Background: an optimization exercise with open tools, aiming at small area, a short achievable clock period and few clock cycles per item. Do not read the settings as production practice. Only simulation tests tie the RTL to the original design; equivalence was not proved. Power is estimated from default activity; no workload was simulated.

Design fft4, start of the top module:
module fft4 #(
    parameter int WIDTH = 32
)(
    input logic clk,
    input logic rst,
    input logic start,
    output logic done,
    input logic signed [WIDTH-1:0] in0,
    input logic signed [WIDTH-1:0] in1,
    input logic signed [WIDTH-1:0] in2,
    input logic signed [WIDTH-1:0] in3,
    output logic signed [WIDTH-1:0] out0,
    output logic signed [WIDTH-1:0] out1,
    output logic signed [WIDTH-1:0] out2,
    output logic signed [WIDTH-1:0] out3
);
Size: roughly 2400 cells after synthesis, roughly 17000 µm² of cells after synthesis.
Settings: LEC_CHECK=0, ABC_AREA=1, CAP_MARGIN=20, CORE_MARGIN=2, CORE_UTILIZATION=40, SETUP_SLACK_MARGIN=5, SLEW_MARGIN=20, SYNTH_HIERARCHICAL=1, SYNTH_MINIMUM_KEEP_SIZE=0; clock period 10.0 ns.
standard.sh (not shown) runs the stock make flow with config.mk's settings and CLKGATE_MAP_FILE= SYNTH_SCRIPT=/design/flow/synth_recipe.tcl, a recipe that flattens the netlist after the stock synthesis.
==> flow/flow/run.sh <==
#!/bin/bash
# Standard layout (the standard.sh, standard synthesis), with the port
# buffers made of sky130 buf_1 cells instead of the default pick (a delay
# buffer). Every port still gets its own buffer. make's full output goes to
# standard.log; ORFS keeps each step's log under orfs/logs.
set -euo pipefail
export BUFFER_PORTS_ARGS="-buffer_cell sky130_fd_sc_hd__buf_1"
bash standard.sh > standard.log 2>&1
Testbench counts at the start, summed over its fixed seeds: cycles 1,600, items 1,600.
Rerun with:
CORE_UTILIZATION = 60   (was 40)
SETUP_SLACK_MARGIN = 3   (was 5)
After rerunning: Register-to-register slack stays flat; clock power increases by 6.8%; synthesized area stays the same.
Rerun with:
CORE_UTILIZATION = 40   (was 60)
CTS_CLUSTER_DIAMETER = 300   (was default)
CTS_CLUSTER_SIZE = 40   (was default)
Synthesized area does not change.
Via count decreases by 1.3%.
Combinational power stays flat.
Non-clock buffer count stays the same.
Clock power decreases by 6.4%.
Design area increases by 0.82%.
Power decreases by 0.86%.
Sequential share of layout area decreases by 0.16 points.
Routed wire length increases by 6.4%.
Core utilization decreases by 22 points.
Setup slack gets worse by 0.14 ns.

---

Starting RTL as in the previous note.
==> flow/config.mk <==
export PLATFORM = sky130hd
export DESIGN_NAME = fft4
export DESIGN_NICKNAME = fft4
export VERILOG_FILES = /design/flow/design.v
export SDC_FILE = /design/flow/constraint.sdc
export NUM_CORES = 4
export LEC_CHECK = 0
export ABC_AREA = 1
export CAP_MARGIN = 20
export CORE_MARGIN = 2
export CORE_UTILIZATION = 60
export SETUP_SLACK_MARGIN = 4
export SLEW_MARGIN = 20
export SYNTH_HIERARCHICAL = 1
export SYNTH_MINIMUM_KEEP_SIZE = 0
==> flow/constraint.sdc <==
create_clock -name core_clock -period 10.0 [get_ports {clk}]
set_input_delay 2.0000 -clock core_clock [delete_from_list [all_inputs] [get_ports {clk}]]
set_output_delay 2.0000 -clock core_clock [all_outputs]
set_load 0.01 [all_outputs]
Scripts as last shown in full above: flow/flow/run.sh
Testbench counts at the start, summed over its fixed seeds: cycles 1,600, items 1,600.
Next try:
CORE_UTILIZATION = 75   (was 60)
SETUP_SLACK_MARGIN = 3   (was 4)
Effect:
- hold slack is about the same
- total power hardly moves
- non-clock buffer count is unchanged

---

Another version of the RTL of fft4 (not shown whole).
For scale: roughly 2300 cells after synthesis, ~260 I/O pins.
export LEC_CHECK = 0
export ABC_AREA = 1
export CAP_MARGIN = 20
export CORE_MARGIN = 2
export CORE_UTILIZATION = 60
export CTS_BUF_LIST = sky130_fd_sc_hd__clkbuf_4 sky130_fd_sc_hd__clkbuf_8
export GPL_ROUTABILITY_DRIVEN = 0
export GPL_TIMING_DRIVEN = 1
export SLEW_MARGIN = 20
export SYNTH_HIERARCHICAL = 1
export SYNTH_MINIMUM_KEEP_SIZE = 0
export TNS_END_PERCENT = 0
create_clock -name core_clock -period 10.0 [get_ports {clk}]
==> flow/flow/run.sh <==
#!/bin/bash
set -euo pipefail
export BUFFER_PORTS_ARGS="-buffer_cell sky130_fd_sc_hd__buf_1"
export SETUP_SLACK_MARGIN=5.5
bash standard.sh > standard.log 2>&1
Testbench counts at the start, summed over its fixed seeds: cycles 1,600, items 1,600.
==> next run, changes <==
--- a/flow/flow/run.sh
+++ b/flow/flow/run.sh
@@ -1,0 +2,4 @@
+# Standard layout (the standard.sh, standard synthesis), with the port
+# buffers made of sky130 buf_1 cells instead of the default pick (a delay
+# buffer). Every port still gets its own buffer. make's full output goes to
+# standard.log; ORFS keeps each step's log under orfs/logs.
@@ -4 +7,0 @@
-export SETUP_SLACK_MARGIN=5.5
- CORE_UTILIZATION: 60 -> 65
- SETUP_SLACK_MARGIN: default -> 5
- TNS_END_PERCENT: 0 -> default
=> Global-route usage went up by 1.7 points; die area went down by 7.5%; worst setup slack loses 0.21 ns; design area went down by 5.3%; synthesized area is unchanged; power went down by 3.1%; clock power went up by 11%; first-iteration DRC count went up by 44%; count of clock-buffer cells in the layout stays the same; non-clock buffer count went down by 22.
==> next run, changes <==
- CORE_UTILIZATION: 65 -> 55
Effect:
- cell count went up by a few percent
- flip-flop and latch count does not change
- sequential power is about the same
- die area went up by about a fifth
==> next run, changes <==
- CORE_UTILIZATION: 55 -> 60
- CTS_BUF_LIST: sky130_fd_sc_hd__clkbuf_4 sky130_fd_sc_hd__clkbuf_8 -> default
After rerunning: Routed wire length fell slightly; final area went up slightly; area after synthesis is unchanged; non-clock buffer count goes down by 1; worst hold slack got worse by 0.018 ns; via count goes up slightly; maximum frequency rises slightly; sequential power barely changes.
==> next run, changes <==
==> flow/flow/run.sh (replaced) <==
#!/bin/bash
set -euo pipefail
export BUFFER_PORTS_ARGS="-buffer_cell sky130_fd_sc_hd__buf_1"
export SETUP_SLACK_MARGIN=5.6
export SETUP_MOVE_SEQUENCE="sizeup,swap"
bash standard.sh > standard.log 2>&1
- CTS_BUF_LIST: default -> sky130_fd_sc_hd__clkbuf_4 sky130_fd_sc_hd__clkbuf_8
- SETUP_SLACK_MARGIN: 5 -> default
- TNS_END_PERCENT: default -> 0
- synthesized area is unchanged
- setup slack degrades by 0.27 ns
- global-route usage stays flat
- sequential power is about the same
- via count is about the same
- critical path depth does not change
- routed wire length went up by 0.70%
- non-clock buffer count went down by 13
- total power went down by 5.4%
- final area went down by 0.59%
- register-to-register slack degrades by 0.02 ns

## separate check: timing with driven ports
The flow's constraints put no driver on any port. The routed layouts listed below were extracted and timed again, unchanged, in two steps. Step 1, drivers: a clkbuf_16 drives clk and a buf_2 each remaining input, both assumed. Step 2 moves the port delays by t, midway between the first and last clock arrival at a register: inputs arrive t later, outputs are due t later. That takes back most of the time a late clock gives input paths. a / b / c = no drivers / after step 1 / after step 2; a / b = the first two.
| run | t (ns) | setup WS [ns] | worst setup path after step 2 | latest minus earliest clock arrival (ns) |
|---|---|---|---|---|
| the first run of note 1 | 0.490 | 4.928 / 4.876 / 4.833 | input to register | 0.009 / 0.009 |
| the second run of note 1 | 0.476 | 4.783 / 4.731 / 4.479 | input to register | 0.015 / 0.015 |
| the third run of note 1 | 0.490 | 4.647 / 4.596 / 4.471 | input to register | 0.009 / 0.009 |
| the first run of note 2 | 0.476 | 4.783 / 4.731 / 4.479 | input to register | 0.015 / 0.015 |
| the second run of note 2 | 0.478 | 4.549 / 4.501 / 4.451 | input to register | 0.010 / 0.010 |
| the first run of note 3 | 0.491 | 5.454 / 5.457 / 4.988 | input to register | 0.017 / 0.017 |
| the second run of note 3 | 0.502 | 5.241 / 5.260 / 4.757 | input to register | 0.019 / 0.019 |
| the third run of note 3 | 0.494 | 5.260 / 5.258 / 4.772 | input to register | 0.022 / 0.022 |
| the fourth run of note 3 | 0.476 | 5.352 / 5.314 / 4.890 | input to register | 0.016 / 0.016 |
| the fifth run of note 3 | 0.498 | 5.082 / 5.091 / 4.593 | input to register | 0.022 / 0.022 |
After both steps setup and hold are still met in every run listed. For the fifth run of note 3, which loses most, drivers alone change the setup slack by +0.009 ns; drivers and shift together by -0.489 ns.
